From an optimization exercise on the open Yosys and OpenROAD flow, aimed at small area; shortcuts taken in it are not production practice. RTL that was checked went through simulation tests only; none was proved equivalent to the original. Only the layout flow was run in runs 1 to 4; the RTL was not checked for function there. Power figures rest on the tool's default switching activity, not on a simulated workload.

===== constraint.sdc =====
create_clock -name core_clock -period 20.0 [get_ports {CLOCK_50}]
set_input_delay 4.0000 -clock core_clock [delete_from_list [all_inputs] [get_ports {CLOCK_50}]]
set_output_delay 4.0000 -clock core_clock [all_outputs]
set_load 0.01 [all_outputs]

===== config.mk =====
export PLATFORM = sky130hd
export DESIGN_NAME = snake_top
export DESIGN_NICKNAME = snake_top
export VERILOG_FILES = /design/flow/design.v
export SDC_FILE = /design/flow/constraint.sdc
export NUM_CORES = 4
export LEC_CHECK = 0
export CAP_MARGIN = 20
export CORE_MARGIN = 2
export CORE_UTILIZATION = 40
export CTS_BUF_LIST = sky130_fd_sc_hd__clkbuf_2 sky130_fd_sc_hd__clkbuf_4 sky130_fd_sc_hd__clkbuf_8
export SLEW_MARGIN = 20

===== design.v =====
module snake_top(
	input CLOCK_50,
	input [4:0] KEY,            
	output [3:0] VGA_R,
	output [3:0] VGA_G,
	output [3:0] VGA_B,
	output VGA_HS,
	output VGA_VS,
	output [6:0] HEX0,
	output [6:0] HEX1,
	output [6:0] HEX2,
	output [6:0] HEX3,
	output [6:0] HEX4,
	output [6:0] HEX5
);
wire reset = ~KEY[4];
reg clk25;
reg [9:0] hcount;
reg [9:0] vcount;
always @(posedge CLOCK_50 or posedge reset) begin
	if (reset) begin
		clk25 <= 0;
		hcount <= 0;
		vcount <= 0;
	end else begin
		clk25 <= ~clk25;
		if (!clk25) begin
			if (hcount == 799) begin
				hcount <= 0;
				vcount <= (vcount == 524) ? 10'd0 : vcount + 10'd1;
			end else
				hcount <= hcount + 10'd1;
		end
	end
end
assign VGA_HS = ~((hcount >= 656) && (hcount < 752));
assign VGA_VS = ~((vcount >= 490) && (vcount < 492));
wire display_on = (hcount < 640) && (vcount < 480);
reg ld;
reg [2:0] qt;          
reg [3:0] qo;          
reg [5:0] w;
reg f;
wire j0 = (qt == 0) && (qo == 0);
wire tick = ld && (w == 0) && !f;
always @(posedge CLOCK_50 or posedge reset) begin
	if (reset) begin
		ld <= 0;
		qt <= 0;
		qo <= 0;
		w <= 62;
		f <= 0;
	end else begin
		f <= tick;
		if (ld) begin
			if (!tick) begin
				ld <= 0;
				qt <= 6;
				qo <= 3;
			end
		end else if (j0) begin
			ld <= 1;
			w <= (w == 62) ? 6'd0 : w + 6'd1;
		end else if (qo == 0) begin
			qo <= 9;
			qt <= qt - 3'd1;
		end else
			qo <= qo - 4'd1;
	end
end
reg [1:0] direction;
always @(posedge CLOCK_50 or posedge reset) begin
	if (reset)
		direction <= 2'b01;
	else begin
		if (KEY[0] && direction != 2'b10) direction <= 2'b00;
		else if (KEY[1] && direction != 2'b11) direction <= 2'b01;
		else if (KEY[2] && direction != 2'b00) direction <= 2'b10;
		else if (KEY[3] && direction != 2'b01) direction <= 2'b11;
	end
end
reg game_over;
reg [5:0] hx;
reg [4:0] hy;
reg [5:0] ax;
reg [4:0] ay;
reg [5:0] lfsr_x;
reg [4:0] lfsr_y;
reg [3:0] lt;          
reg [3:0] lo;          
reg sat;               
reg [2:0] zt;          
reg [3:0] zo;          
reg [5:0] tx;          
reg [4:0] ty;
reg [1:0] tlink;       
reg tzero;
reg coll;              
reg [5:0] clr_x;       
reg clr_f;
reg [1:0] ring_lo [0:8];
reg [1:0] ring_hi [9:64];
wire [1:0] tap = ring_hi[64];
wire wall = (hx >= 39) || (hy >= 29) || (hx <= 1) || (hy == 0);
wire eat = (hx == ax) && (hy == ay);
wire go_tick = tick && !game_over;
wire move = go_tick && !coll && !wall;
wire len64 = (lt > 6) || (lt == 6 && lo >= 4);
wire grow_vis = eat && !len64;
wire len_wrap = eat && (lt == 12) && (lo == 7);
reg [5:0] px_w;
reg [4:0] py_w;
reg vis;               
reg vprev;             
wire cvis = vis || sat;
wire zero_j = (zt == qt) && (zo == qo);
wire last_vis = !vprev;
wire last_cvis = !(vprev || sat) || (qt == 6 && qo == 3);
always @(posedge CLOCK_50 or posedge reset) begin
	if (reset) begin
		vprev <= 1;
		vis <= 1;
	end else begin
		vprev <= ld ? 1'b0 : vis;
		vis <= ld ? len64 : (vis || ({1'b0, qt} == lt && qo == lo));
	end
end
always @(posedge CLOCK_50) begin : ring_rot
	integer p;
	for (p = 10; p <= 64; p = p + 1)
		ring_hi[p] <= ring_hi[p-1];
	ring_hi[9] <= ring_lo[8];
end
always @(posedge CLOCK_50 or posedge reset) begin : ring_rst
	integer p;
	if (reset) begin
		for (p = 0; p <= 8; p = p + 1)
			ring_lo[p] <= 2'b00;
	end else begin
		for (p = 1; p <= 8; p = p + 1)
			ring_lo[p] <= ring_lo[p-1];
		ring_lo[0] <= move ? direction : tap;
	end
end
always @(posedge CLOCK_50 or posedge reset) begin
	if (reset) begin
		px_w <= 20;
		py_w <= 15;
	end else if (ld || !cvis) begin
		px_w <= tx;
		py_w <= ty;
	end else if (!zero_j) begin
		case (tap)
			2'b00: py_w <= py_w - 5'd1;
			2'b01: px_w <= px_w + 6'd1;
			2'b10: py_w <= py_w + 5'd1;
			2'b11: px_w <= px_w - 6'd1;
		endcase
	end
end
reg [38:2] mask;
reg [4:0] mask_row;
reg bld;
wire [9:0] vnext = vcount + 10'd1;
wire [4:0] target_row = vnext[8:4];
wire start = ld && !tick && (hcount >= 640) && (mask_row != target_row);
always @(posedge CLOCK_50 or posedge reset) begin : mask_blk
	integer x;
	if (reset) begin
		mask <= 0;
		mask_row <= 0;
		bld <= 0;
	end else begin
		if (ld)
			bld <= start;
		if (start) begin
			mask <= 0;
			mask_row <= target_row;
		end else if (move && len_wrap) begin
			mask <= 0;
		end else begin
			for (x = 2; x <= 38; x = x + 1) begin
				if ((ld ? move : bld && vis) && py_w == mask_row && px_w == x)
					mask[x] <= 1'b1;
				else if (move && !grow_vis && clr_f && clr_x == x)
					mask[x] <= 1'b0;
			end
		end
	end
end
always @(posedge CLOCK_50 or posedge reset) begin
	if (reset) begin
		game_over <= 0;
		lfsr_x <= 6'b101001;
		lfsr_y <= 5'b11011;
		ax <= 10;
		ay <= 7;
		hx <= 20;
		hy <= 15;
		lt <= 1;
		lo <= 0;
		sat <= 0;
		zt <= 0;
		zo <= 0;
		tx <= 20;
		ty <= 24;
		tlink <= 2'b00;
		tzero <= 0;
		coll <= 0;
		clr_x <= 0;
		clr_f <= 0;
	end else begin
		sat <= sat | len64;
		if (ld)
			coll <= 0;
		else begin
			if (cvis && !j0 && px_w == hx && py_w == hy)
				coll <= 1;
			if (last_vis) begin
				clr_x <= px_w;
				clr_f <= (py_w == mask_row) && !zero_j;
			end
			if (last_cvis) begin
				tlink <= tap;
				tzero <= zero_j;
			end
		end
		if (go_tick) begin
			lfsr_x <= {lfsr_x[4:0], lfsr_x[5] ^ lfsr_x[2]};
			lfsr_y <= {lfsr_y[3:0], lfsr_y[4] ^ lfsr_y[2]};
			if (lfsr_x <= 1 || lfsr_x >= 39) lfsr_x <= 5;
			if (lfsr_y <= 1 || lfsr_y >= 29) lfsr_y <= 5;
			case (direction)
				2'b00: hy <= hy - 5'd1;
				2'b01: hx <= hx + 6'd1;
				2'b10: hy <= hy + 5'd1;
				2'b11: hx <= hx - 6'd1;
			endcase
			if (coll || wall)
				game_over <= 1;
		end
		if (move) begin
			if (!(zt == 6 && zo == 4)) begin
				if (zo == 9) begin
					zo <= 0;
					zt <= zt + 3'd1;
				end else
					zo <= zo + 4'd1;
			end
			if (eat) begin
				if (len_wrap) begin
					lt <= 0;
					lo <= 0;
				end else if (lo == 9) begin
					lo <= 0;
					lt <= lt + 4'd1;
				end else
					lo <= lo + 4'd1;
				ax <= lfsr_x % 40;
				ay <= lfsr_y % 30;
			end
			if (!(grow_vis && !sat) && !tzero) begin
				case (tlink)
					2'b00: ty <= ty - 5'd1;
					2'b01: tx <= tx + 6'd1;
					2'b10: ty <= ty + 5'd1;
					2'b11: tx <= tx - 6'd1;
				endcase
			end
		end
	end
end
wire [5:0] cell_x = hcount[9:4];
wire [4:0] cell_y = vcount[8:4];
wire hit_snake = (cell_x >= 2 && cell_x <= 38) ? mask[cell_x] : 1'b0;
wire hit_apple = (cell_x == ax) && (cell_y == ay);
wire border = (hcount < 29) || (hcount >= 624) || (vcount < 16) || (vcount >= 464);
reg [3:0] hsub;        
reg [2:0] tc;          
reg [2:0] tl;          
reg [3:0] vsub;        
reg [3:0] tr;          
always @(posedge CLOCK_50 or posedge reset) begin
	if (reset)
		tr <= 15;
	else if (!clk25 && hcount == 799) begin
		if (vcount == 200)
			tr <= 0;
		else if (vsub == 9 && tr != 15)
			tr <= tr + 4'd1;
	end
end
always @(posedge CLOCK_50) begin
	if (!clk25) begin
		if (hcount == 200) begin
			hsub <= 0;
			tc <= 0;
			tl <= 0;
		end else if (hsub == 9) begin
			hsub <= 0;
			if (tc == 5) begin
				tc <= 0;
				if (!tl[2]) tl <= tl + 3'd1;
			end else
				tc <= tc + 3'd1;
		end else
			hsub <= hsub + 4'd1;
		if (hcount == 799) begin
			if (vcount == 200 || vsub == 9)
				vsub <= 0;
			else
				vsub <= vsub + 4'd1;
		end
	end
end
reg [4:0] grow;
always @(*) begin
	case ({tr[3], tl[1:0], tr[2:0]})
		6'b000000: grow = 5'b11111;
		6'b000001: grow = 5'b00001;
		6'b000010: grow = 5'b00001;
		6'b000011: grow = 5'b11001;
		6'b000100: grow = 5'b10001;
		6'b000101: grow = 5'b10001;
		6'b000110: grow = 5'b11111;
		6'b001000: grow = 5'b11111;
		6'b001001: grow = 5'b10001;
		6'b001010: grow = 5'b10001;
		6'b001011: grow = 5'b11111;
		6'b001100: grow = 5'b10001;
		6'b001101: grow = 5'b10001;
		6'b001110: grow = 5'b10001;
		6'b010000: grow = 5'b10001;
		6'b010001: grow = 5'b10001;
		6'b010010: grow = 5'b11011;
		6'b010011: grow = 5'b10101;
		6'b010100: grow = 5'b10001;
		6'b010101: grow = 5'b10001;
		6'b010110: grow = 5'b10001;
		6'b011000: grow = 5'b11111;
		6'b011001: grow = 5'b00001;
		6'b011010: grow = 5'b00001;
		6'b011011: grow = 5'b00111;
		6'b011100: grow = 5'b00001;
		6'b011101: grow = 5'b00001;
		6'b011110: grow = 5'b11111;
		6'b100000: grow = 5'b11111;
		6'b100001: grow = 5'b10001;
		6'b100010: grow = 5'b10001;
		6'b100011: grow = 5'b10001;
		6'b100100: grow = 5'b10001;
		6'b100101: grow = 5'b10001;
		6'b100110: grow = 5'b11111;
		6'b101000: grow = 5'b10001;
		6'b101001: grow = 5'b10001;
		6'b101010: grow = 5'b10001;
		6'b101011: grow = 5'b10001;
		6'b101100: grow = 5'b01010;
		6'b101101: grow = 5'b01010;
		6'b101110: grow = 5'b00100;
		6'b110000: grow = 5'b11111;
		6'b110001: grow = 5'b00001;
		6'b110010: grow = 5'b00001;
		6'b110011: grow = 5'b00111;
		6'b110100: grow = 5'b00001;
		6'b110101: grow = 5'b00001;
		6'b110110: grow = 5'b11111;
		6'b111000: grow = 5'b01111;
		6'b111001: grow = 5'b10001;
		6'b111010: grow = 5'b10001;
		6'b111011: grow = 5'b01111;
		6'b111100: grow = 5'b00101;
		6'b111101: grow = 5'b01001;
		6'b111110: grow = 5'b10001;
		default: grow = 5'b00000;
	endcase
end
wire text = !tl[2] && (tr != 15) && (tr != 7) && (tc != 5) && grow[tc];
reg [3:0] r, g, b;
always @(*) begin
	if (game_over) begin
		r = 4'hF;
		g = text ? 4'hF : 4'h0;
		b = text ? 4'hF : 4'h0;
	end else if (hit_snake) begin
		r = 4'h0; g = 4'hF; b = 4'h0;
	end else if (hit_apple) begin
		r = 4'hF; g = 4'h0; b = 4'h0;
	end else if (border) begin
		r = 4'h0; g = 4'hA; b = 4'hA;
	end else begin
		r = 4'h0; g = 4'h0; b = 4'h0;
	end
end
assign VGA_R = display_on ? r : 4'h0;
assign VGA_G = display_on ? g : 4'h0;
assign VGA_B = display_on ? b : 4'h0;
function [6:0] seg7;
	input [3:0] value;
	case (value)
		4'h0: seg7 = 7'b1000000;
		4'h1: seg7 = 7'b1111001;
		4'h2: seg7 = 7'b0100100;
		4'h3: seg7 = 7'b0110000;
		4'h4: seg7 = 7'b0011001;
		4'h5: seg7 = 7'b0010010;
		4'h6: seg7 = 7'b0000010;
		4'h7: seg7 = 7'b1111000;
		4'h8: seg7 = 7'b0000000;
		4'h9: seg7 = 7'b0010000;
		4'hA: seg7 = 7'b0001000;
		4'hB: seg7 = 7'b0000011;
		4'hC: seg7 = 7'b1000110;
		4'hD: seg7 = 7'b0100001;
		4'hE: seg7 = 7'b0000110;
		4'hF: seg7 = 7'b0001110;
	endcase
endfunction
assign HEX0 = seg7(lo);
assign HEX1 = seg7(lt);
assign HEX2 = 7'b1111111;
assign HEX3 = 7'b1111111;
assign HEX4 = 7'b1111111;
assign HEX5 = 7'b1111111;
endmodule

===== run.sh =====
#!/bin/bash
# synth_recipe.tcl (not shown) runs the flow's synth.tcl, then flattens the netlist and writes it again
# the make line also repeats each setting of config.mk as NAME=value (left out here)
make -C /OpenROAD-flow-scripts/flow DESIGN_CONFIG=/design/flow/config.mk WORK_HOME=/design/flow/orfs CLKGATE_MAP_FILE= SYNTH_SCRIPT=/design/flow/synth_recipe.tcl finish

==> flow_summary.ini, run 1 <==
[clocking]
h-tree-depth = 2
cts_tree = done
clk_path_buf_depth = 3
cts-hold-fix-buffers = 0
cts-root-buf = clkbuf_8
cts_setup_buffers = 0
cts.reportedPaths.clkPinSlew_ns = 0.07
clock-sinks = 314
cts_resized = 0
cts_buffers = 54
clock_latency_ns = 0.61

[setup_path]
worstSetupEndpointType = primary output
critPathMaxFanout = 18
cp_data_arrival_time_ns = 4.61
crit_required_ns = 16.00
start_kind = flip-flop
path_class = reg2out

[pwr]
pwr-share-clk_pct = 51.0
ir_worst_vdd_v = 0.0000396
pwr_density_cell_nw_per_um2 = 79.9
combPwrFrac_pct = 1.3
p_sw_mw = 0.286
leakage_nw = 7.28
p_int_mw = 1.05
p_sw_share_pct = 21.3
pwr-share-seq_pct = 47.7

[routing]
totalWireLength_um = 31800
dr_total_vias = 10700
vias_per_cell = 5.27
drt-pass1-iter-count = 5
detail-route-antenna-nets = 0
drtIter0Drc = 755
post_drt_wl_per_cell_um = 15.7
drc = 0

[yosys]
synth-main-ff-cell = dfrtp_1
synth_largest_area_cell = dfrtp_1
synthArstFlopShare_pct = 59.9
synth_top_area_share_pct = 24.6
yosys_warnings = 3
syn_inst = 1508
synth_edf_count = 14
synth_cell_types = 77
syn_area_um2 = 14900
synth.avg_cell_area_um2 = 9.91
synth-seq-cells = 314
yosysSeqAreaShare_pct = 49.6
ys_top_cells_by_area = dfrtp_1, dfxtp_1, dfstp_2

[finish]
antenna_cells = 0
drive_gt1_share_pct = 12.2
nets = 1592
fillers = 3454
final_common_cell = nand2_1
area_delta_synth_final_pct = 12.2
final_cell_mix = nand2_1, dfrtp_1, o21ai_0

[timing]
slew_viol_final = 0
fmax_mhz = 116
slew_headroom_pct = 30.8
worst_pin_slew_ns = 1.03
clock_skew_ns = 0.0259
fin_tns_setup_ns = 0
timing.final.ws_setup_ns = 11.39
rsz0062_at_grt = no
period_needed_ns = 8.61
finalHoldViolations = 0
final.period_utilization_pct = 43.1
finalSetupViolCount = 0

[worst_hold_path]
hold_class = reg2reg

[placed_design]
port_buffers = 33
placement.setup.worst_slack_ns = 11.96
gp_congestion = 0.859
hpwlAfterDp_um = 21600

[global_route]
grt_pass1_vias = 10400
gr-total-overflow = 0
antenna_found_initial = 0
grt_pass1_wl_um = 53600
grt_usage_pct = 16.7
grt_max_degree = 118

[die]
core-area_um2 = 36700
die_y_um = 197
num_rows = 70
die_w_um = 197
die-area_um2 = 38900
start_util_pct = 40.7
io_pins = 62

[flow_run]
drv_cap = 0

[run_status]
status = finished clean
==> cell usage after synthesis (17+ instances only) <==
cell	instances
dfstp_2	41
nand3_1	52
nor2b_1	17
nor3_1	23
mux2i_1	17
buf_4	37
nand4_1	17
xnor2_1	60
a21oi_1	78
clkbuf_1	67
dfrtp_1	147
o21ai_0	118
nand2b_1	23
inv_1	56
ha_1	65
dfxtp_1	112
xor2_1	52
nand2_1	170
nor2_1	99
==> per-stage QoR <==
| stage | instances | util [%] | hold WS, ns | area [um2] | power, mW |
|---|---|---|---|---|---|
| floorplan | 1535 | - | 0.310 | 15000 | 0.663 |
| global placement | 1928 | 42.1 | 0.311 | 15400 | 0.669 |
| detailed placement | 1928 | 42.1 | 0.312 | 15400 | 0.670 |
| CTS | 2029 | 45.7 | 0.315 | 16800 | 1.36 |
| global route | 2029 | 45.7 | 0.326 | 16800 | 1.39 |
| finish | 2029 | 45.7 | 0.322 | 16800 | 1.34 |
==> power groups by stage <==
stage                     logic, mW  clock network [mW]  registers (mW)
final                        0.0176               0.683           0.639
after global routing         0.0206               0.734           0.639
after CTS                    0.0182               0.707           0.639
after detailed placement     0.0182                   0           0.651
after global placement       0.0179                   0           0.651
after floorplan              0.0136                   0           0.649
==> sequential cells by signal (all words and copies together), names as in the netlist, 5 cells and up <==
name      count
ring_hi     112
mask         37
ring_lo      18
hcount       10
vcount       10
ax            6
clr_x         6
hx            6
lfsr_x        6
px_w          6
tx            6
w             6
ay            5
hy            5
lfsr_y        5
mask_row      5
py_w          5
ty            5
==> per-layer routing <==
layer / vias up / GRT usage [%] / part of all wire (%)
met5: - / 0 / 0
met2: 250 / 26.2 / 46
met3: 59 / 2.73 / 4.1
li1: 5193 / - / -
met4: 0 / 5.99 / 2.3
met1: 5190 / 23.4 / 47
==> logic make-up (layout without fill, tap and decap cells) <==
group | Yosys count | in the layout | share of synthesized area [%]
AOI/OAI and AO/OA | 322 | 322 | 13.1
xor gates and xnor gates | 114 | 114 | 6.86
adders and majority gates | 70 | 70 | 6.11
buffers and inverters | 168 | 194 | 5.17
DFF | 314 | 314 | 49.6
muxes | 42 | 42 | 3.70
other | 1 | 28 | 0.0251
and+or+nand+nor | 477 | 477 | 15.4
==> critical path: stages (launching register included) <==
cell and delay (ns):
dfrtp_1 0.74, inv_1 0.25, ha_1 0.32, xor2_1 0.54, mux2_2 0.31, a21oi_1 0.07
o32a_1 0.36, a211oi_1 0.50, nor2_1 0.13, a22oi_1 0.21, clkdlybuf4s50_1 0.58
==> worst paths after layout <==
check                                        from                     end  slack [ns]  cells after the start
min reg2reg                ring_hi[16][0]$_DFF_P_  ring_hi[17][0]$_DFF_P_        0.32                      0
min                        ring_hi[16][0]$_DFF_P_  ring_hi[17][0]$_DFF_P_        0.32                      0
min in group asynchronous                  KEY[4]   hcount[0]$_DFFE_PN0N_        3.53                      1
max                         hcount[5]$_DFFE_PN0N_                VGA_G[3]       11.39                     10
max in group asynchronous                  KEY[4]   vcount[8]$_DFFE_PN0P_       14.93                      2
max reg2reg                      w[3]$_DFFE_PN1P_    mask[26]$_DFFE_PN0P_       15.91                      8
==> cell type report <==
cell class	count	area, um2	share of cell area [%]
multi-input cells	1053	6860	40.9
clock inverters	22	304	1.81
well taps	468	586	3.49
flip-flops and latches	314	7420	44.2
clock buffers	79	1020	6.11
inverters	56	210	1.25
repair buffers	37	364	2.17
==> run 2: changes to the inputs <==
--- a/config.mk
+++ b/config.mk
@@ -9,4 +9,4 @@
 export CORE_MARGIN = 2
 export CORE_UTILIZATION = 40
-export CTS_BUF_LIST = sky130_fd_sc_hd__clkbuf_2 sky130_fd_sc_hd__clkbuf_4 sky130_fd_sc_hd__clkbuf_8
+export CTS_BUF_LIST = sky130_fd_sc_hd__clkbuf_4
 export SLEW_MARGIN = 20
==> run 2 against run 1 <==
Die area did not move. Clock skew rose by 0.012 ns. Critical path depth did not move. Maximum frequency fell by 1.9%. Non-clock buffer count did not move. Sequential share of layout area rose by 0.56 points. First-iteration DRC count fell by 5.7%. Register-to-register slack got worse by 0.03 ns. Hold slack got worse by 0.0046 ns. Worst setup slack got worse by 0.17 ns. Final cell count rose by 2.9%. Combinational power barely moved. Critical path type unchanged.
==> flow_summary.ini, run 2 <==
[die]
num_rows = 70
core-area_um2 = 36700
die-area_um2 = 38900
io_pins = 62
start_util_pct = 40.7
die_w_um = 197
die_y_um = 197

[clocking]
cts.reportedPaths.clkPinSlew_ns = 0.07
cts_buffers = 85
cts_setup_buffers = 0
clock_latency_ns = 0.73
h-tree-depth = 3
cts-root-buf = clkbuf_4
cts_resized = 0
clk_path_buf_depth = 3
clock-sinks = 314
cts_tree = done
cts-hold-fix-buffers = 0

[finish]
final_cell_mix = nand2_1, dfrtp_1, clkbuf_4
nets = 1623
final_area_um2 = 16600
multiInputGateArea_um2 = 6860
final_common_cell = nand2_1
drive_gt1_share_pct = 13.9
fillers = 3502
final-seq-area_um2 = 7420
area_delta_synth_final_pct = 10.8
fin_util_pct = 45.1
stdcell_count = 2087
regMostFlops = ring_hi
largest_reg_flops = 112
top_regs = ring_hi: 112 flops, mask: 37 flops, ring_lo: 18 flops

[pwr]
pwr_density_cell_nw_per_um2 = 74.1
ir_worst_vdd_v = 0.0000341
leakage_nw = 7.24

[timing]
fmax_mhz = 114
period_needed_ns = 8.78
fin_tns_setup_ns = 0
finalHoldViolations = 0
rsz0062_at_grt = no
final.period_utilization_pct = 43.9
timing.final.ws_setup_ns = 11.22
clock_skew_ns = 0.0381
worst_pin_slew_ns = 1.04
slew_viol_final = 0
finalSetupViolCount = 0
slew_headroom_pct = 30.1

[yosys]
synth.avg_cell_area_um2 = 9.91
synth_edf_count = 14
synth-seq-cells = 314
synth-main-ff-cell = dfrtp_1
synthArstFlopShare_pct = 59.9
ys_top_cells_by_area = dfrtp_1, dfxtp_1, dfstp_2
yosys_warnings = 3
synthTopCellsByCount = nand2_1, dfrtp_1, o21ai_0, dfxtp_1, nor2_1
synth_largest_area_cell = dfrtp_1
yosysSeqAreaShare_pct = 49.6
synth_top_area_share_pct = 24.6
syn_inst = 1508
syn_area_um2 = 14900
synth_cell_types = 77
yosysMostFrequentCell = nand2_1

[setup_path]
r2r_end = mask[14]$_DFFE_PN0P_
cp_data_arrival_time_ns = 4.78
worstSetupEndpointType = primary output
crit_required_ns = 16.00
reg2reg_from = w[3]$_DFFE_PN1P_
critPathMaxFanout = 18
crit_start = hcount[5]$_DFFE_PN0N_
path_class = reg2out
reg2reg_slack_ns = 15.88
start_kind = flip-flop
worstSetupEndpoint = VGA_G[3]
r2r_cells = 8

[global_route]
grt_pass1_wl_um = 54300
grt_max_degree = 118
gr-total-overflow = 0
antenna_found_initial = 2
grt_usage_pct = 17.1
grt_pass1_vias = 10700

[placed_design]
dp.cells = 1928
gp_congestion = 0.859
placement.setup.worst_slack_ns = 11.96
hpwlAfterDp_um = 21600
port_buffers = 33
place_area_um2 = 15400

[routing]
drc = 0
drtIter0Drc = 712
dr_total_vias = 10900
post_drt_wl_per_cell_um = 15.4
totalWireLength_um = 32200
vias_per_cell = 5.22
drt-pass1-iter-count = 5
detail-route-antenna-nets = 0

[worst_hold_path]
holdCritStartpoint = ring_hi[57][0]$_DFF_P_
hold_class = reg2reg

[run_status]
status = finished clean

[flow_run]
drv_cap = 0
[run 2: area by class of cell]
class | instances | area share, %
Antenna cell | 2 | 0.0302
Multi-Input combinational cell | 1053 | 41.4
Clock buffer | 124 | 5.62
Timing Repair Buffer | 37 | 2.20
Tap cell | 468 | 3.54
Inverter | 56 | 1.27
Clock inverter | 33 | 1.10
Sequential cell | 314 | 44.8
[run 2: stage by stage]
step                      total power, mW  hold slack (ns)
final                                1.23            0.317
after global routing                 1.29            0.328
after CTS                            1.25            0.320
after detailed placement            0.670            0.312
after global placement              0.669            0.311
after floorplan                     0.663            0.310
[run 2: metal layers]
| metal | wire (um) | GRT usage (%) | vias up |
|---|---|---|---|
| li1 | - | - | 5304 |
| met2 | 14900 | 26.4 | 257 |
| met3 | 1450 | 3.76 | 66 |
| met5 | 0 | 0 | - |
| met4 | 747 | 7.46 | 0 |
| met1 | 15100 | 23.1 | 5264 |
[run 2: how the worst min path moves through the flow]
stage	to	slack, ns	depth (start not counted)
after floorplan	ring_hi[10][0]$_DFF_P_	0.31	0
after global placement	ring_hi[46][0]$_DFF_P_	0.31	0
after detailed placement	ring_hi[21][0]$_DFF_P_	0.31	0
after CTS	ring_hi[10][0]$_DFF_P_	0.32	0
after global routing	ring_hi[17][0]$_DFF_P_	0.33	0
final	ring_hi[58][0]$_DFF_P_	0.32	0
[run 2: where the power goes]
group          leakage [nW]  switching [mW]  internal [mW]
combinational          3.14          0.0131        0.00450
clock                 0.663           0.268          0.302
sequential             3.44         0.00251          0.637
[run 2: cell families (layout without fill, tap and decap cells)]
kind of cell	Yosys count	in the layout	share of synthesized area, %
multiplexers	42	42	3.70
XOR/XNOR	114	114	6.86
AO/OA/AOI/OAI	322	322	13.1
flip-flops	314	314	49.6
other	1	30	0.0251
AND/OR/NAND/NOR	477	477	15.4
adder cells (fa/ha/maj)	70	70	6.11
buffers and inverters	168	250	5.17
[run 2: critical path, stage by stage (launching register included)]
cell and delay, ns:
dfrtp_1 0.74, inv_1 0.25, ha_1 0.31, xor2_1 0.55
mux2_2 0.31, a21oi_1 0.07, o32a_1 0.36, a211oi_1 0.52
nor2_1 0.13, a22oi_1 0.21, clkdlybuf4s50_1 0.58
==> run 3: changes to the inputs <==
--- a/design.v
+++ b/design.v
@@ -109,4 +109,5 @@
 wire grow_vis = eat && !len64;
 wire len_wrap = eat && (lt == 12) && (lo == 7);
+wire len0 = (lt == 0) && (lo == 0);
 reg [5:0] px_w;
 reg [4:0] py_w;
@@ -118,12 +119,11 @@
 wire last_cvis = !(vprev || sat) || (qt == 6 && qo == 3);
 always @(posedge CLOCK_50 or posedge reset) begin
-	if (reset) begin
+	if (reset)
 		vprev <= 1;
-		vis <= 1;
-	end else begin
+	else
 		vprev <= ld ? 1'b0 : vis;
-		vis <= ld ? len64 : (vis || ({1'b0, qt} == lt && qo == lo));
-	end
 end
+always @(posedge CLOCK_50)
+	vis <= ld ? len64 : (vis || ({1'b0, qt} == lt && qo == lo));
 always @(posedge CLOCK_50) begin : ring_rot
 	integer p;
@@ -143,9 +143,6 @@
 	end
 end
-always @(posedge CLOCK_50 or posedge reset) begin
-	if (reset) begin
-		px_w <= 20;
-		py_w <= 15;
-	end else if (ld || !cvis) begin
+always @(posedge CLOCK_50) begin
+	if (ld || !cvis) begin
 		px_w <= tx;
 		py_w <= ty;
@@ -165,28 +162,34 @@
 wire [4:0] target_row = vnext[8:4];
 wire start = ld && !tick && (hcount >= 640) && (mask_row != target_row);
-always @(posedge CLOCK_50 or posedge reset) begin : mask_blk
-	integer x;
+reg pend;
+wire first_move = (zt == 0) && (zo == 0);
+wire set_en = ld ? (move && !(len0 && !eat) && !first_move) : (bld && vis);
+wire mhit = pend || (set_en && py_w == mask_row);
+wire [5:0] maddr = pend ? clr_x : px_w;
+always @(posedge CLOCK_50 or posedge reset) begin
 	if (reset) begin
-		mask <= 0;
 		mask_row <= 0;
 		bld <= 0;
+		pend <= 0;
 	end else begin
 		if (ld)
 			bld <= start;
-		if (start) begin
-			mask <= 0;
+		if (start)
 			mask_row <= target_row;
-		end else if (move && len_wrap) begin
-			mask <= 0;
-		end else begin
-			for (x = 2; x <= 38; x = x + 1) begin
-				if ((ld ? move : bld && vis) && py_w == mask_row && px_w == x)
-					mask[x] <= 1'b1;
-				else if (move && !grow_vis && clr_f && clr_x == x)
-					mask[x] <= 1'b0;
-			end
-		end
+		pend <= move && !grow_vis && !len_wrap && clr_f;
 	end
 end
+always @(posedge CLOCK_50) begin : mask_blk
+	integer x;
+	if (start || (move && len_wrap))
+		mask <= 0;
+	else
+		for (x = 2; x <= 38; x = x + 1)
+			if (mhit && maddr == x)
+				mask[x] <= !pend;
+end
+always @(posedge CLOCK_50)
+	if (!ld && last_vis)
+		clr_x <= px_w;
 always @(posedge CLOCK_50 or posedge reset) begin
 	if (reset) begin
@@ -208,5 +211,4 @@
 		tzero <= 0;
 		coll <= 0;
-		clr_x <= 0;
 		clr_f <= 0;
 	end else begin
@@ -217,8 +219,6 @@
 			if (cvis && !j0 && px_w == hx && py_w == hy)
 				coll <= 1;
-			if (last_vis) begin
-				clr_x <= px_w;
+			if (last_vis)
 				clr_f <= (py_w == mask_row) && !zero_j;
-			end
 			if (last_cvis) begin
 				tlink <= tap;
@@ -273,5 +273,5 @@
 wire [5:0] cell_x = hcount[9:4];
 wire [4:0] cell_y = vcount[8:4];
-wire hit_snake = (cell_x >= 2 && cell_x <= 38) ? mask[cell_x] : 1'b0;
+wire hit_snake = (cell_x >= 2 && cell_x <= 38 && mask_row != 0 && !(pend && cell_x == clr_x)) ? mask[cell_x] : 1'b0;
 wire hit_apple = (cell_x == ax) && (cell_y == ay);
 wire border = (hcount < 29) || (hcount >= 624) || (vcount < 16) || (vcount >= 464);
--- a/config.mk
+++ b/config.mk
@@ -9,4 +9,6 @@
 export CORE_MARGIN = 2
 export CORE_UTILIZATION = 40
-export CTS_BUF_LIST = sky130_fd_sc_hd__clkbuf_4
+export CTS_BUF_LIST = sky130_fd_sc_hd__clkbuf_8
+export CTS_CLUSTER_DIAMETER = 50
+export CTS_CLUSTER_SIZE = 12
 export SLEW_MARGIN = 20
==> run 3 against run 2 <==
Still clean on timing, DRC and antenna. Synthesized area shrank 0.23%. Global-route usage fell by 0.90 points. First-iteration DRC count shrank 6.2%. Die area shrank 0.22%. Hold slack improved by 0.00070 ns. Count of clock-buffer cells in the layout decreased by 83. Utilization shrank 1.1 points. Maximum frequency grew 9.4%. Critical path depth unchanged. Final cell count is 6.7% lower. Combinational power shrank 9%. Critical endpoint is now VGA_R[2].
==> flow_summary.ini, run 3 <==
[routing]
drtIter0Drc = 668
post_drt_wl_per_cell_um = 15.8
drt-pass1-iter-count = 5
dr_total_vias = 10300
drc = 0
totalWireLength_um = 30700
detail-route-antenna-nets = 0
vias_per_cell = 5.27

[placed_design]
hpwlAfterDp_um = 21100
place_area_um2 = 15400
placement.setup.worst_slack_ns = 12.50
port_buffers = 33
gp_congestion = 0.809

[yosys]
yosys_warnings = 3
synth_edf_count = 31
synth.avg_cell_area_um2 = 10.3
yosysMostFrequentCell = dfxtp_1
ys_top_cells_by_area = dfxtp_1, dfrtp_1, edfxtp_1
synth_largest_area_cell = dfxtp_1
yosysSeqAreaShare_pct = 49.2
synth_cell_types = 88
synthTopCellsByCount = dfxtp_1, nor2_1, nand2_1, dfrtp_1, o21ai_0
syn_inst = 1453
synthArstFlopShare_pct = 42.5
synth_top_area_share_pct = 20.1
syn_area_um2 = 14900
synth-seq-cells = 315
synth-main-ff-cell = dfxtp_1

[finish]
final_common_cell = dfxtp_1
nets = 1533
final_area_um2 = 16100
drive_gt1_share_pct = 12.1
antenna_cells = 0
regMostFlops = ring_hi
area_delta_synth_final_pct = 8.26
top_regs = ring_hi: 112 flops, mask: 37 flops, ring_lo: 18 flops
largest_reg_flops = 112
fin_util_pct = 44.0
final_cell_mix = dfxtp_1, nor2_1, nand2_1

[die]
core-area_um2 = 36700
die_w_um = 197
num_rows = 70
io_pins = 62
die_y_um = 197
start_util_pct = 40.6
die-area_um2 = 38800

[setup_path]
worstSetupEndpoint = VGA_R[2]
r2r_cells = 10
crit_top_cell = mux2i_1
reg2reg_slack_ns = 16.88
start_kind = flip-flop
reg2reg_from = vcount[1]$_DFFE_PN0P_
critPathMaxFanout = 21
slowest_delay_ns = 0.94
r2r_end = mask[23]$_SDFFE_PP0P_
slowest_stage = dfrtp_1
path_class = reg2out
crit_required_ns = 16.00
worstSetupEndpointType = primary output
crit_chain = inv_1 > ha_1 > mux4_2 > mux2i_1 > mux2i_1 > a22oi_1 > a31o_2 > a21oi_1 > nor2_1 > clkdlybuf4s50_1
cp_data_arrival_time_ns = 4.03
crit_start = hcount[5]$_DFFE_PN0N_

[timing]
clock_skew_ns = 0.0256
rsz0062_at_grt = no
finalSetupViolCount = 0
timing.final.ws_setup_ns = 11.97
slew_headroom_pct = 33.2
slew_viol_final = 0
period_needed_ns = 8.03
fin_tns_setup_ns = 0
worst_pin_slew_ns = 0.991
fmax_mhz = 124
final.period_utilization_pct = 40.2
finalHoldViolations = 0

[clocking]
cts-root-buf = clkbuf_8
cts-hold-fix-buffers = 0
h-tree-depth = 2
cts_resized = 0
clock_latency_ns = 0.56
clock-sinks = 315
cts_buffers = 38
cts_tree = done
clk_path_buf_depth = 3
cts_setup_buffers = 0
cts.reportedPaths.clkPinSlew_ns = 0.08

[pwr]
p_total_mw = 1.11
leakage_nw = 6.68
pwr_density_cell_nw_per_um2 = 69.0
ir_worst_vdd_v = 0.0000390

[global_route]
grt_max_degree = 77
grt_usage_pct = 16.2
antenna_found_initial = 0
gr-total-overflow = 0
grt_pass1_vias = 9891
grt_pass1_wl_um = 51500

[run_status]
status = finished clean

[flow_run]
drv_cap = 0

[worst_hold_path]
hold_class = reg2reg
==> run 3: cell count changes in the layout (fill, tap and decap cells not counted), sizes merged, moves of 20 or more <==
cell	previous run	this run
clkbuf	125	41
dfrtp	147	100
nand2	170	126
o21ai	129	90
dfxtp	112	150
o221a	0	37
nor2	99	133
nand3	52	23
a21oi	78	52
inv	61	82
clkinv	27	7
==> run 3: worst min path at each step <==
stage / start / endpoint / slack (ns) / depth (start not counted)
after CTS: ring_hi[45][1]$_DFF_P_ / ring_hi[46][1]$_DFF_P_ / 0.32 / 0
after global routing: ring_hi[20][0]$_DFF_P_ / ring_hi[21][0]$_DFF_P_ / 0.32 / 0
after detailed placement: ring_hi[27][0]$_DFF_P_ / ring_hi[28][0]$_DFF_P_ / 0.31 / 0
after floorplan: ring_hi[9][0]$_DFF_P_ / ring_hi[10][0]$_DFF_P_ / 0.31 / 0
final: ring_hi[16][1]$_DFF_P_ / ring_hi[17][1]$_DFF_P_ / 0.32 / 0
after global placement: ring_hi[43][1]$_DFF_P_ / ring_hi[44][1]$_DFF_P_ / 0.31 / 0
==> run 3: power by group <==
group / switching [mW] / total [mW] / internal, mW
registers: 0.00279 / 0.644 / 0.641
clock network: 0.234 / 0.454 / 0.221
logic: 0.0114 / 0.0161 / 0.00470
==> run 3: critical path, delay by kind of cell (launching register included) <==
| family | cells | cell delay [ns] |
|---|---|---|
| buf+inv | 2 | 0.69 |
| mux | 3 | 0.61 |
| compound gates | 3 | 0.50 |
| fa+ha+maj | 1 | 0.53 |
| simple gates | 1 | 0.20 |
| flops | 1 | 0.94 |
==> run 3: per-layer routing <==
metal,share of wire [%],GRT usage (%),vias up
met5,0,0,-
met4,2.6,5.29,0
met3,3.8,2.60,57
met2,45,25.5,179
met1,48,22.8,4987
li1,-,-,5039
==> run 3: metrics by stage <==
step | instances | hold slack, ns
after floorplan | 1480 | 0.310
after global placement | 1883 | 0.311
after detailed placement | 1883 | 0.312
after CTS | 1947 | 0.320
after global routing | 1947 | 0.323
final | 1947 | 0.318
==> run 3: kinds of logic after synthesis <==
kind of cell	share of synthesized area, %
xor+xnor	7.34
buf+inv	5.71
compound gates	14.0
mux	3.20
fa+ha+maj	6.29
flops	49.2
other cells	0.0251
simple gates	14.2
==> run 3: cell type report <==
class | instances | area [um2]
Tap cell | 468 | 586
Timing Repair Buffer | 39 | 377
Inverter | 71 | 267
Fill cell | 3509 | 20600
Multi-Input combinational cell | 990 | 6830
Sequential cell | 315 | 7330
Clock inverter | 23 | 189
Clock buffer | 41 | 564
==> run 4: changes to the inputs <==
--- a/config.mk
+++ b/config.mk
@@ -9,6 +9,6 @@
 export CORE_MARGIN = 2
 export CORE_UTILIZATION = 40
-export CTS_BUF_LIST = sky130_fd_sc_hd__clkbuf_8
-export CTS_CLUSTER_DIAMETER = 50
-export CTS_CLUSTER_SIZE = 12
+export CTS_BUF_LIST = sky130_fd_sc_hd__clkbuf_4
+export CTS_CLUSTER_DIAMETER = 40
+export CTS_CLUSTER_SIZE = 8
 export SLEW_MARGIN = 20
==> run 4 against run 3 <==
Critical path depth unchanged. Critical path type unchanged. Maximum frequency shrank 2.1%. Routed wire length is 0.61% higher.
==> flow_summary.ini, run 4 <==
[finish]
regMostFlops = ring_hi
area_delta_synth_final_pct = 8.65
final_area_um2 = 16200
stdcell_count = 1974
multiInputGateArea_um2 = 6830
fillers = 3499
nets = 1547
top_regs = ring_hi: 112 flops, mask: 37 flops, ring_lo: 18 flops
final-seq-area_um2 = 7330
drive_gt1_share_pct = 13.9
final_common_cell = dfxtp_1
largest_reg_flops = 112
final_cell_mix = dfxtp_1, nor2_1, nand2_1

[timing]
rsz0062_at_grt = no
fin_tns_setup_ns = 0
final.period_utilization_pct = 41.0
worst_pin_slew_ns = 0.955
slew_viol_final = 0
clock_skew_ns = 0.0418
slew_headroom_pct = 35.7
finalHoldViolations = 0
finalSetupViolCount = 0
timing.final.ws_setup_ns = 11.79
fmax_mhz = 122
period_needed_ns = 8.21

[setup_path]
slowest_stage = dfrtp_1
crit_top_cell = mux2i_1
path_class = reg2out
worstSetupEndpointType = primary output
cp_data_arrival_time_ns = 4.21
crit_required_ns = 16.00
slowest_delay_ns = 0.94
critPathMaxFanout = 21
crit_chain = inv_1 > ha_1 > mux4_2 > mux2i_1 > mux2i_1 > a22oi_1 > a31o_2 > a21oi_1 > nor2_1 > clkdlybuf4s50_1
start_kind = flip-flop

[yosys]
synthTopCellsByCount = dfxtp_1, nor2_1, nand2_1, dfrtp_1, o21ai_0
ys_top_cells_by_area = dfxtp_1, dfrtp_1, edfxtp_1
synth_top_area_share_pct = 20.1
syn_area_um2 = 14900
synth_cell_types = 88
synth.avg_cell_area_um2 = 10.3
synthArstFlopShare_pct = 42.5
syn_inst = 1453
yosysSeqAreaShare_pct = 49.2
synth-main-ff-cell = dfxtp_1
synth_largest_area_cell = dfxtp_1
synth-seq-cells = 315
synth_edf_count = 31
yosysMostFrequentCell = dfxtp_1
yosys_warnings = 3

[pwr]
p_total_mw = 1.15
leakage_nw = 6.73
ir_worst_vdd_v = 0.0000538
pwr_density_cell_nw_per_um2 = 70.9

[clocking]
clock-sinks = 315
cts_resized = 0
cts.reportedPaths.clkPinSlew_ns = 0.09
h-tree-depth = 2
cts-hold-fix-buffers = 0
cts-root-buf = clkbuf_4
clk_path_buf_depth = 3
cts_tree = done
clock_latency_ns = 0.73
cts_setup_buffers = 0
cts_buffers = 52

[global_route]
grt_max_degree = 77
grt_pass1_vias = 10100
grt_pass1_wl_um = 51800
grt_usage_pct = 16.3
grt-busiest-layer = met2
grt_util_met2_pct = 25.7
gr-total-overflow = 0
antenna_found_initial = 1
use_met1_pct = 22.6
grtUsageMet3_pct = 2.68

[die]
die_y_um = 197
die_w_um = 197
num_rows = 70
start_util_pct = 40.6
die-area_um2 = 38800
io_pins = 62
core-area_um2 = 36700

[routing]
totalWireLength_um = 30900
vias_per_cell = 5.29
dr_total_vias = 10400
drc = 0
drt-pass1-iter-count = 5
detail-route-antenna-nets = 0
post_drt_wl_per_cell_um = 15.7
drtIter0Drc = 692

[placed_design]
port_buffers = 33
place_area_um2 = 15400
placement.setup.worst_slack_ns = 12.50
gp_congestion = 0.809
dp.cells = 1883
hpwlAfterDp_um = 21100

[run_status]
status = finished clean

[worst_hold_path]
hold_class = reg2reg

[flow_run]
drv_cap = 0
run 4: where the power goes:
part / total [mW] / internal [mW] / switching [mW]
Sequential: 0.643 / 0.641 / 0.00268
Combinational: 0.0163 / 0.00470 / 0.0116
Clock: 0.490 / 0.258 / 0.232
Total: 1.15 / 0.903 / 0.246
run 4: cells by family (layout without fill, tap and decap cells):
logic type,after synthesis,after routing,share of synthesized area (%)
muxes,34,34,3.20
adders and majority gates,72,72,6.29
AOI/OAI and AO/OA,302,302,14.0
xor gates and xnor gates,125,125,7.34
and+or+nand+nor,429,429,14.2
DFF,315,315,49.2
buffers and inverters,175,200,5.71
other,1,29,0.0251
run 4: cell type report:
class,count,share of cell area (%)
clock buffer,71,3.29
clock inverter,19,1.71
inverter,71,1.64
multi-input combinational,990,42.2
tap,468,3.61
timing repair buffer,39,2.32
sequential,315,45.2
antenna,1,0.0154
run 4: worst paths after layout:
kind | start | to | slack, ns | depth (start not counted)
hold reg to reg | ring_hi[52][0]$_DFF_P_ | ring_hi[53][0]$_DFF_P_ | 0.32 | 0
min in group asynchronous | KEY[4] | lfsr_x[2]$_DFFE_PN0P_ | 3.31 | 1
max in group asynchronous | KEY[4] | zo[0]$_DFFE_PN0N_ | 15.45 | 2
hold / removal | ring_hi[52][0]$_DFF_P_ | ring_hi[53][0]$_DFF_P_ | 0.32 | 0
setup / recovery | hcount[5]$_DFFE_PN0N_ | VGA_R[2] | 11.79 | 10
setup reg to reg | vcount[1]$_DFFE_PN0P_ | mask[29]$_SDFFE_PP0P_ | 16.87 | 10
run 4: routing by layer:
metal,share of wire (%),up-vias
met4,2.5,0
met3,4.6,61
met2,45,220
li1,-,5100
met1,48,5061
met5,0,-
run 4: stage by stage:
stage / utilization [%] / hold WS, ns
after CTS: 44.1 / 0.322
after floorplan: - / 0.310
final: 44.1 / 0.319
after detailed placement: 41.9 / 0.312
after global routing: 44.1 / 0.319
after global placement: 41.9 / 0.311
run 4: critical path, delay by kind of cell, from the launching register on:
kind	cells	cell delay (ns)
multiplexers	3	0.61
AO/OA/AOI/OAI	3	0.50
buffers and inverters	2	0.69
flip-flops	1	0.94
adder cells (fa/ha/maj)	1	0.53
AND/OR/NAND/NOR	1	0.20
==> run 5: changes to the inputs <==
--- a/design.v
+++ b/design.v
@@ -18,4 +18,5 @@
 reg [9:0] hcount;
 reg [9:0] vcount;
+wire [9:0] vinc = vcount + 10'd1;
 always @(posedge CLOCK_50 or posedge reset) begin
 	if (reset) begin
@@ -28,5 +29,5 @@
 			if (hcount == 799) begin
 				hcount <= 0;
-				vcount <= (vcount == 524) ? 10'd0 : vcount + 10'd1;
+				vcount <= (vcount == 524) ? 10'd0 : vinc;
 			end else
 				hcount <= hcount + 10'd1;
@@ -40,8 +41,7 @@
 reg [2:0] qt;          
 reg [3:0] qo;          
-reg [5:0] w;
-reg f;
+reg [5:0] w;           
 wire j0 = (qt == 0) && (qo == 0);
-wire tick = ld && (w == 0) && !f;
+wire tick = ld && (w == 63);
 always @(posedge CLOCK_50 or posedge reset) begin
 	if (reset) begin
@@ -50,7 +50,7 @@
 		qo <= 0;
 		w <= 62;
-		f <= 0;
 	end else begin
-		f <= tick;
+		if ((j0 && !ld) || tick)
+			w <= w + 6'd1;
 		if (ld) begin
 			if (!tick) begin
@@ -61,5 +61,4 @@
 		end else if (j0) begin
 			ld <= 1;
-			w <= (w == 62) ? 6'd0 : w + 6'd1;
 		end else if (qo == 0) begin
 			qo <= 9;
@@ -157,9 +156,9 @@
 end
 reg [38:2] mask;
-reg [4:0] mask_row;
 reg bld;
-wire [9:0] vnext = vcount + 10'd1;
-wire [4:0] target_row = vnext[8:4];
-wire start = ld && !tick && (hcount >= 640) && (mask_row != target_row);
+reg built;
+wire hblank = (hcount >= 640);
+wire [4:0] mask_row = hblank ? vinc[8:4] : vcount[8:4];
+wire start = ld && !tick && hblank && !built;
 reg pend;
 wire first_move = (zt == 0) && (zo == 0);
@@ -169,6 +168,6 @@
 always @(posedge CLOCK_50 or posedge reset) begin
 	if (reset) begin
-		mask_row <= 0;
 		bld <= 0;
+		built <= 0;
 		pend <= 0;
 	end else begin
@@ -176,5 +175,7 @@
 			bld <= start;
 		if (start)
-			mask_row <= target_row;
+			built <= 1;
+		else if (!hblank)
+			built <= 0;
 		pend <= move && !grow_vis && !len_wrap && clr_f;
 	end
--- a/config.mk
+++ b/config.mk
@@ -8,7 +8,7 @@
 export CAP_MARGIN = 20
 export CORE_MARGIN = 2
-export CORE_UTILIZATION = 40
-export CTS_BUF_LIST = sky130_fd_sc_hd__clkbuf_4
-export CTS_CLUSTER_DIAMETER = 40
-export CTS_CLUSTER_SIZE = 8
+export CORE_UTILIZATION = 60
+export CTS_BUF_LIST = sky130_fd_sc_hd__clkbuf_8
+export CTS_CLUSTER_DIAMETER = 50
+export CTS_CLUSTER_SIZE = 20
 export SLEW_MARGIN = 20
==> run 5 against run 4 <==
Still clean. Maximum frequency down 3.5%. Critical path depth unchanged. Clock skew down 0.0042 ns. Combinational power down 5%. Utilization up 21 points. Critical endpoint is now VGA_R[1].
==> flow_summary.ini, run 5 <==
[finish]
final_common_cell = dfxtp_1
largest_reg_flops = 112
top_regs = ring_hi: 112 flops, mask: 37 flops, ring_lo: 18 flops
regMostFlops = ring_hi
drive_gt1_share_pct = 9.52
fillers = 2029
fin_util_pct = 65.0
nets = 1564
final_cell_mix = dfxtp_1, nor2_1, nand2_1
area_delta_synth_final_pct = 6.64
antenna_cells = 0

[worst_hold_path]
hold_class = reg2reg
holdPathStages = 0

[setup_path]
path_class = reg2out
cp_data_arrival_time_ns = 4.50
crit_required_ns = 16.00
critPathMaxFanout = 17
worstSetupEndpointType = primary output
r2r_cells = 6
start_kind = flip-flop

[clocking]
h-tree-depth = 1
clock-sinks = 310
cts-hold-fix-buffers = 0
cts_setup_buffers = 0
clock_latency_ns = 0.63
cts.reportedPaths.clkPinSlew_ns = 0.11
cts-root-buf = clkbuf_8
cts_tree = done
cts_buffers = 30
cts_resized = 0
clk_path_buf_depth = 3

[timing]
final.period_utilization_pct = 42.5
timing.final.ws_setup_ns = 11.50
clock_skew_ns = 0.0376
worst_pin_slew_ns = 1.09
rsz0062_at_grt = no
period_needed_ns = 8.50
fmax_mhz = 118
slew_headroom_pct = 27.4
fin_tns_setup_ns = 0
finalHoldViolations = 0
finalSetupViolCount = 0
slew_viol_final = 0

[die]
die-area_um2 = 26000
num_rows = 57
io_pins = 62
start_util_pct = 61.0
core-area_um2 = 24300
die_w_um = 161
die_y_um = 161

[routing]
detail-route-antenna-nets = 0
totalWireLength_um = 31100
drt-pass1-iter-count = 5
drtIter0Drc = 821
met2_wirelength_um = 14500
drc = 0
highest_layer = met5
drt-met1-wl_um = 14300
vias_per_cell = 5.74
post_drt_wl_per_cell_um = 16.9
met3WireLength_um = 1470
dr_total_vias = 10500

[placed_design]
hpwlAfterDp_um = 21400
placement.setup.worst_slack_ns = 12.13
gp_congestion = 0.890
port_buffers = 33

[run_status]
status = finished clean

[yosys]
synth-main-ff-cell = dfxtp_1
synthArstFlopShare_pct = 41.6
yosys_warnings = 3
syn_inst = 1509
syn_area_um2 = 14800
synth-seq-cells = 310
synth_top_area_share_pct = 20.2
synthTopCellsByCount = dfxtp_1, nor2_1, nand2_1, o21ai_0, dfrtp_1
yosysSeqAreaShare_pct = 48.6
synth_largest_area_cell = dfxtp_1
synth.avg_cell_area_um2 = 9.83
synth_cell_types = 85
ys_top_cells_by_area = dfxtp_1, dfrtp_1, edfxtp_1
yosysMostFrequentCell = dfxtp_1
synth_edf_count = 31

[global_route]
grt_usage_pct = 24.1
antenna_found_initial = 1
grt_pass1_vias = 9965
gr-total-overflow = 0
grt_pass1_wl_um = 51100
grt_max_degree = 76

[pwr]
pwr_density_cell_nw_per_um2 = 69.0
leakage_nw = 6.84
ir_worst_vdd_v = 0.0000801

[flow_run]
drv_cap = 0
[run 5: report_power, final]
group	internal (mW)	leakage, nW	switching (mW)	total [mW]
logic	0.00428	3.37	0.0112	0.0155
registers	0.631	3.10	0.00247	0.633
clock network	0.174	0.371	0.269	0.443
[run 5: worst max-delay path, cell delays in order (launching register included)]
cell and delay, ns:
dfrtp_1 0.78, inv_1 0.22, ha_1 0.68, mux4_2 0.56, mux2_2 0.28, nand3_1 0.08, o311a_1 0.17, nand3_1 0.09
a31oi_1 0.19, o21a_1 0.26, clkdlybuf4s50_1 0.58
[run 5: final timing paths]
path                                             start                endpoint  slack, ns
worst min-delay path            ring_hi[44][0]$_DFF_P_  ring_hi[45][0]$_DFF_P_       0.33
worst max register to register            ld$_DFF_PN0_       lt[2]$_DFFE_PN0P_      16.51
worst max-delay path             hcount[5]$_DFFE_PN0N_                VGA_R[1]      11.50
worst min register to register  ring_hi[44][0]$_DFF_P_  ring_hi[45][0]$_DFF_P_       0.33
max in group asynchronous                       KEY[4]       tzero$_DFFE_PN0P_      15.18
min in group asynchronous                       KEY[4]       ax[2]$_DFFE_PN0P_       3.51
[run 5: per-layer routing]
layer / up-vias / track usage (%)
li1: 5164 / -
met1: 5064 / 33.7
met2: 255 / 39.4
met3: 63 / 3.26
met4: 2 / 6.94
met5: - / 0
[run 5: metrics by stage]
stage                     cells  hold WS (ns)  cell area, um2  total power, mW
after floorplan            1536         0.310           14900            0.658
after global placement     1781         0.311           15100            0.662
after detailed placement   1781         0.312           15100            0.662
after CTS                  1837         0.327           15800             1.11
after global routing       1837         0.328           15800             1.13
final                      1837         0.329           15800             1.09
[run 5: final cells by class]
cell class                      count  area (um2)  share of cell area (%)
Clock buffer                       31         427                    2.70
Multi-Input combinational cell   1042        6890                    43.5
Sequential cell                   310        7200                    45.6
Inverter                           69         259                    1.64
Timing Repair Buffer               36         350                    2.22
Clock inverter                     25         284                    1.80
Tap cell                          324         405                    2.56
[run 5: logic make-up after synthesis]
| kind of cell | count (synthesis) | synth area share [%] |
|---|---|---|
| mux | 42 | 3.80 |
| xor+xnor | 117 | 6.91 |
| simple gates | 456 | 15.0 |
| flops | 310 | 48.6 |
| fa+ha+maj | 69 | 6.07 |
| compound gates | 330 | 13.8 |
| buf+inv | 184 | 5.77 |
| other cells | 1 | 0.0253 |
==> run 6: changes to the inputs <==
--- a/config.mk
+++ b/config.mk
@@ -10,5 +10,5 @@
 export CORE_UTILIZATION = 60
 export CTS_BUF_LIST = sky130_fd_sc_hd__clkbuf_8
-export CTS_CLUSTER_DIAMETER = 50
-export CTS_CLUSTER_SIZE = 20
+export CTS_CLUSTER_DIAMETER = 60
+export CTS_CLUSTER_SIZE = 16
 export SLEW_MARGIN = 20
==> run 6 against run 5 <==
Still clean. Via count fell by 0.69%. Design area shrank 1.4%. First-iteration DRC count down 0.37%. Critical endpoint unchanged. Largest power group unchanged.
==> flow_summary.ini, run 6 <==
[yosys]
synth-seq-cells = 310
syn_inst = 1509
yosysMostFrequentCell = dfxtp_1
synth_top_area_share_pct = 20.2
ys_top_cells_by_area = dfxtp_1, dfrtp_1, edfxtp_1
synth_cell_types = 85
synthTopCellsByCount = dfxtp_1, nor2_1, nand2_1, o21ai_0, dfrtp_1
syn_area_um2 = 14800
synthArstFlopShare_pct = 41.6
yosysSeqAreaShare_pct = 48.6
synth_edf_count = 31
synth-main-ff-cell = dfxtp_1
synth_largest_area_cell = dfxtp_1
synth.avg_cell_area_um2 = 9.83
yosys_warnings = 3

[run_status]
status = finished clean

[setup_path]
path_class = reg2out
crit_top_cell = nand3_1
worstSetupEndpointType = primary output
critPathTopFamily = multiplexers
cp_data_arrival_time_ns = 4.48
reg2reg_slack_ns = 16.51
reg2reg_from = ld$_DFF_PN0_
r2r_end = lt[2]$_DFFE_PN0P_
crit_required_ns = 16.00
slowest_delay_ns = 0.78
slowest_stage = dfrtp_1
worst-path-buf-inv = 2
r2r_cells = 6
critPathMaxFanout = 17
start_kind = flip-flop
crit_chain = inv_1 > ha_1 > mux4_2 > mux2_2 > nand3_1 > o311a_1 > nand3_1 > a31oi_1 > o21a_1 > clkdlybuf4s50_1

[pwr]
leakage_nw = 6.76
ir_worst_vdd_v = 0.0000732
p_total_mw = 0.995
pwr_density_cell_nw_per_um2 = 63.8

[finish]
area_delta_synth_final_pct = 5.13
stdcell_count = 1826
final_cell_mix = dfxtp_1, nor2_1, nand2_1
top_regs = ring_hi: 112 flops, mask: 37 flops, ring_lo: 18 flops
regMostFlops = ring_hi
nets = 1560
fin_util_pct = 64.1
drive_gt1_share_pct = 8.52
largest_reg_flops = 112
final_common_cell = dfxtp_1
final_area_um2 = 15600
antenna_cells = 0

[timing]
rsz0062_at_grt = no
finalSetupViolCount = 0
final.period_utilization_pct = 42.4
fin_tns_setup_ns = 0
slew_viol_final = 0
period_needed_ns = 8.48
finalHoldViolations = 0
fmax_mhz = 118
slew_headroom_pct = 26.5
clock_skew_ns = 0.0217
worst_pin_slew_ns = 1.10

[placed_design]
dp.cells = 1781
place_area_um2 = 15100
hpwlAfterDp_um = 21400
port_buffers = 33
gp_congestion = 0.890

[clocking]
cts_resized = 0
clock_latency_ns = 0.58
cts_setup_buffers = 0
clock-sinks = 310
h-tree-depth = 1
cts_buffers = 26
cts-hold-fix-buffers = 0
cts.reportedPaths.clkPinSlew_ns = 0.10
clk_path_buf_depth = 3
cts-root-buf = clkbuf_8
cts_tree = done

[routing]
drt-pass1-iter-count = 7
detail-route-antenna-nets = 0
totalWireLength_um = 30800
vias_per_cell = 5.74
drc = 0
drtIter0Drc = 818
post_drt_wl_per_cell_um = 16.9
dr_total_vias = 10500

[global_route]
antenna_found_initial = 1
grt_max_degree = 76
grt_usage_pct = 24.1
grt_pass1_wl_um = 51200
grt_pass1_vias = 9931
gr-total-overflow = 0

[worst_hold_path]
holdCritStartpoint = ring_hi[63][1]$_DFF_P_
holdPathStages = 0
min_to = ring_hi[64][1]$_DFF_P_
hold_class = reg2reg

[die]
io_pins = 62
core-area_um2 = 24300
num_rows = 57
start_util_pct = 61.0
die_w_um = 161
die-area_um2 = 26000
die_y_um = 161

[flow_run]
drv_cap = 0
==> run 6: area by class of cell <==
cell class,count,area (um2)
fill,2070,8730
sequential,310,7200
multi-input combinational,1042,6890
tap,324,405
clock buffer,28,385
timing repair buffer,36,350
inverter,69,259
clock inverter,17,101
==> run 6: logic make-up (layout without fill, tap and decap cells) <==
| kind of cell | Yosys count | count (layout) | share of synthesized area (%) |
|---|---|---|---|
| flops | 310 | 310 | 48.6 |
| xor+xnor | 117 | 117 | 6.91 |
| other cells | 1 | 28 | 0.0253 |
| compound gates | 330 | 330 | 13.8 |
| simple gates | 456 | 456 | 15.0 |
| buf+inv | 184 | 150 | 5.77 |
| mux | 42 | 42 | 3.80 |
| fa+ha+maj | 69 | 69 | 6.07 |
==> run 6: worst max-delay path by stage <==
stage,startpoint,to,depth (start not counted)
after floorplan,hcount[5]$_DFFE_PN0N_,VGA_R[1],12
after global placement,hcount[5]$_DFFE_PN0N_,VGA_R[2],10
after detailed placement,hcount[5]$_DFFE_PN0N_,VGA_R[1],10
after CTS,hcount[5]$_DFFE_PN0N_,VGA_R[1],10
after global routing,hcount[5]$_DFFE_PN0N_,VGA_R[1],10
final,hcount[5]$_DFFE_PN0N_,VGA_R[1],10
==> run 6: metal layers <==
layer  vias to the layer above  GRT usage [%]  wire [um]  part of all wire, %
met1                      5011           33.9      14300                   47
met4                         2           6.33        673                  2.2
met3                        51           3.49       1460                  4.7
met2                       270           39.3      14300                   47
met5                         -              0         12                0.039
li1                       5141              -          -                    -
==> run 6: stage by stage <==
stage / hold slack (ns) / worst slack (ns)
final: 0.317 / 11.52
after global routing: 0.329 / 11.22
after CTS: 0.327 / 11.48
after detailed placement: 0.312 / 12.13
after global placement: 0.311 / 12.22
after floorplan: 0.310 / 13.09
==> run 6: worst reg2reg max path, cell delays in order (launching register included) <==
cell and delay [ns]:
dfrtp_1 0.89, or4b_4 0.67, nor3_4 0.27, nand4bb_1 0.76, a21oi_1 0.53, a21oi_1 0.12
a31oi_1 0.16
==> run 6: report_power, final <==
part | internal [mW] | switching [mW]
logic | 0.00428 | 0.0112
clock network | 0.135 | 0.211
registers | 0.631 | 0.00249
total | 0.770 | 0.225
==> run 7: changes to the inputs <==
==> flow/run.sh (new file) <==
#!/bin/bash
# The standard ORFS layout (standard.sh, unchanged) with two settings
# passed through the environment:
#  - the port buffers that buffer_ports inserts use the smallest buffer
#    (every input and output port still gets its own buffer);
#  - clock tree synthesis clusters the flip-flops 16 to a buffer within
#    60 um, uses clkbuf_8 and adds no dummy loads.
# standard.sh's output goes to standard.log; ORFS keeps each tool's log
# under orfs/logs/.
set -o pipefail
export BUFFER_PORTS_ARGS="-buffer_cell sky130_fd_sc_hd__buf_1"
export CTS_ARGS="-sink_clustering_enable -repair_clock_nets -sink_clustering_size 16 -sink_clustering_max_diameter 60 -buf_list sky130_fd_sc_hd__clkbuf_8 -dont_use_dummy_load"
bash standard.sh > standard.log 2>&1
==> standard.sh (new file) <==
#!/bin/bash
# synth_recipe.tcl (not shown) runs the flow's synth.tcl, then flattens the netlist and writes it again
# the make line also repeats each setting of config.mk as NAME=value (left out here)
make -C /OpenROAD-flow-scripts/flow DESIGN_CONFIG=/design/flow/config.mk WORK_HOME=/design/flow/orfs CLKGATE_MAP_FILE= SYNTH_SCRIPT=/design/flow/synth_recipe.tcl "${@:-finish}"
--- a/config.mk
+++ b/config.mk
@@ -9,6 +9,3 @@
 export CORE_MARGIN = 2
 export CORE_UTILIZATION = 60
-export CTS_BUF_LIST = sky130_fd_sc_hd__clkbuf_8
-export CTS_CLUSTER_DIAMETER = 60
-export CTS_CLUSTER_SIZE = 16
 export SLEW_MARGIN = 20
removed: run.sh
==> run 7 against run 6 <==
Clock skew increased by 0.040 ns. Sequential share of layout area increased by 1.0 points. Largest cell class unchanged. Routed wire length decreased by 1.1%. Synthesized cell count unchanged. Maximum frequency increased by 5.4%. Die area unchanged. Global-route usage decreased by 0.077 points. Still clean on timing, DRC and antenna.
==> flow_summary.ini, run 7 <==
[run_status]
status = finished clean

[routing]
vias_per_cell = 5.75
drt-pass1-iter-count = 5
totalWireLength_um = 30500
post_drt_wl_per_cell_um = 16.9
drc = 0
drtIter0Drc = 671
detail-route-antenna-nets = 0
dr_total_vias = 10400

[clocking]
cts_tree = done
cts-root-buf = clkbuf_8
cts_buffers = 25
cts-hold-fix-buffers = 0
cts_resized = 0
clk_path_buf_depth = 3
clock_latency_ns = 0.57
h-tree-depth = 1
cts_setup_buffers = 0
clock-sinks = 310
cts.reportedPaths.clkPinSlew_ns = 0.09

[global_route]
antenna_found_initial = 0
grt_pass1_wl_um = 51400
grt_usage_pct = 24.0
grt_pass1_vias = 9884
gr-total-overflow = 0
grt_max_degree = 68

[yosys]
synth_largest_area_cell = dfxtp_1
yosysSeqAreaShare_pct = 48.6
synth-main-ff-cell = dfxtp_1
syn_inst = 1509
synth-seq-cells = 310
yosys_warnings = 3
synth.avg_cell_area_um2 = 9.83
synthArstFlopShare_pct = 41.6
synthTopCellsByCount = dfxtp_1, nor2_1, nand2_1, o21ai_0, dfrtp_1
syn_area_um2 = 14800
yosysMostFrequentCell = dfxtp_1
ys_top_cells_by_area = dfxtp_1, dfrtp_1, edfxtp_1
synth_cell_types = 85
synth_edf_count = 31
synth_top_area_share_pct = 20.2

[setup_path]
crit_top_cell = nand3_1
worstSetupEndpointType = primary output
critPathMaxFanout = 17
reg2reg_slack_ns = 16.39
critPathTopFamily = multiplexers
start_kind = flip-flop
path_class = reg2out
crit_required_ns = 16.00
cp_data_arrival_time_ns = 4.05
slowest_delay_ns = 0.76
slowest_stage = dfrtp_1
crit_chain = inv_1 > ha_1 > mux4_2 > mux2_2 > nand3_1 > o311a_1 > nand3_1 > a31oi_1 > o21a_1 > buf_1
worst-path-buf-inv = 2

[placed_design]
place_area_um2 = 14900
port_buffers = 33
gp_congestion = 0.846
hpwlAfterDp_um = 21400

[timing]
fmax_mhz = 124
worst_pin_slew_ns = 1.04
fin_tns_setup_ns = 0
rsz0062_at_grt = no
slew_viol_final = 0
slew_headroom_pct = 30.3
clock_skew_ns = 0.0616
period_needed_ns = 8.05
finalSetupViolCount = 0
final.period_utilization_pct = 40.2
finalHoldViolations = 0

[die]
io_pins = 62
core-area_um2 = 24300
die-area_um2 = 26000
num_rows = 57
die_w_um = 161
die_y_um = 161
start_util_pct = 61.0

[pwr]
pwr_density_cell_nw_per_um2 = 62.0
leakage_nw = 6.58
ir_worst_vdd_v = 0.0000735

[finish]
multiInputGateArea_um2 = 6890
area_delta_synth_final_pct = 2.87
largest_reg_flops = 112
final_cell_mix = dfxtp_1, nor2_1, nand2_1
final_area_um2 = 15300
top_regs = ring_hi: 112 flops, mask: 37 flops, ring_lo: 18 flops
fillers = 2066
nets = 1560
antenna_cells = 0
final_common_cell = dfxtp_1
regMostFlops = ring_hi
final-seq-area_um2 = 7200
drive_gt1_share_pct = 7.89

[flow_run]
drv_cap = 0

[worst_hold_path]
hold_class = reg2reg
[run 7: cell counts after synthesis]
Identical to the previous run, type by type.
[run 7: path summary, 6_finish.rpt]
check | from | end | cells past startpoint
max in group asynchronous | KEY[4] | qo[2]$_DFFE_PN0N_ | 2
hold / removal | ring_lo[4][1]$_DFF_PN0_ | ring_lo[5][1]$_DFF_PN0_ | 0
setup / recovery | hcount[5]$_DFFE_PN0N_ | VGA_R[2] | 10
setup reg to reg | ld$_DFF_PN0_ | lt[2]$_DFFE_PN0P_ | 6
min in group asynchronous | KEY[4] | built$_DFFE_PN0P_ | 1
hold reg to reg | ring_lo[4][1]$_DFF_PN0_ | ring_lo[5][1]$_DFF_PN0_ | 0
[run 7: layout make-up]
| class | instances | area share (%) |
|---|---|---|
| Sequential cell | 310 | 47.2 |
| Multi-Input combinational cell | 1042 | 45.1 |
| Tap cell | 324 | 2.66 |
| Clock buffer | 25 | 2.26 |
| Inverter | 69 | 1.70 |
| Timing Repair Buffer | 37 | 1.03 |
[run 7: kinds of logic (layout without fill, tap and decap cells)]
family                   Yosys count  after routing  synth area share (%)
flip-flops                       310            310                  48.6
multiplexers                      42             42                  3.80
AND/OR/NAND/NOR                  456            456                  15.0
XOR/XNOR                         117            117                  6.91
AO/OA/AOI/OAI                    330            330                  13.8
other                              1             28                0.0253
adder cells (fa/ha/maj)           69             69                  6.07
buffers and inverters            184            131                  5.77
[run 7: metal layers]
layer	part of all wire, %	vias up	GRT usage (%)	routed length, um
met3	4.0	38	2.41	1210
li1	-	5115	-	-
met5	0	-	0	0
met1	47	5029	34.5	14400
met4	2.0	0	5.93	617
met2	47	209	39.5	14300
[run 7: per-stage QoR]
stage                     utilization (%)  hold slack (ns)  instances  total power [mW]  worst slack (ns)
after floorplan                         -            0.310       1536             0.658             13.09
after global placement               61.3            0.311       1782             0.662             12.61
after detailed placement             61.3            0.312       1782             0.662             12.51
after CTS                            62.7            0.329       1807             0.960             11.87
after global routing                 62.7            0.332       1807             0.983             11.68
final                                62.7            0.324       1807             0.946             11.95
[run 7: power by group]
group | internal (mW) | leakage [nW] | switching, mW
combinational | 0.00373 | 3.29 | 0.0111
sequential | 0.631 | 3.10 | 0.00253
clock | 0.112 | 0.180 | 0.186

==> static timing again, ports no longer ideal <==
The results above use ideal ports. As a check the final layouts listed here were re-extracted and re-timed, cells and wires unchanged. Step 1: set_driving_cell puts a clkbuf_16 on CLOCK_50 and a buf_2 on each other input, an assumption about the parent block. Step 2, shift: input delay + t, output delay - t, t = (earliest + latest rising clock arrival at the registers) / 2. This alone moves slack from input paths to output paths. Slacks: no drivers / after step 1 / after step 2; pairs: no drivers / after step 1.
run	t (ns)	slack for setup (ns)
run 1	0.636	11.386 / 11.343 / 11.979
run 2	0.761	11.217 / 11.171 / 11.932
run 3	0.600	11.968 / 11.917 / 12.517
run 4	0.759	11.794 / 11.748 / 12.507
run 5	0.657	11.498 / 11.452 / 12.108
run 6	0.618	11.518 / 11.472 / 12.090
run 7	0.589	11.953 / 11.907 / 12.495
After both steps every run listed still meets setup and hold.
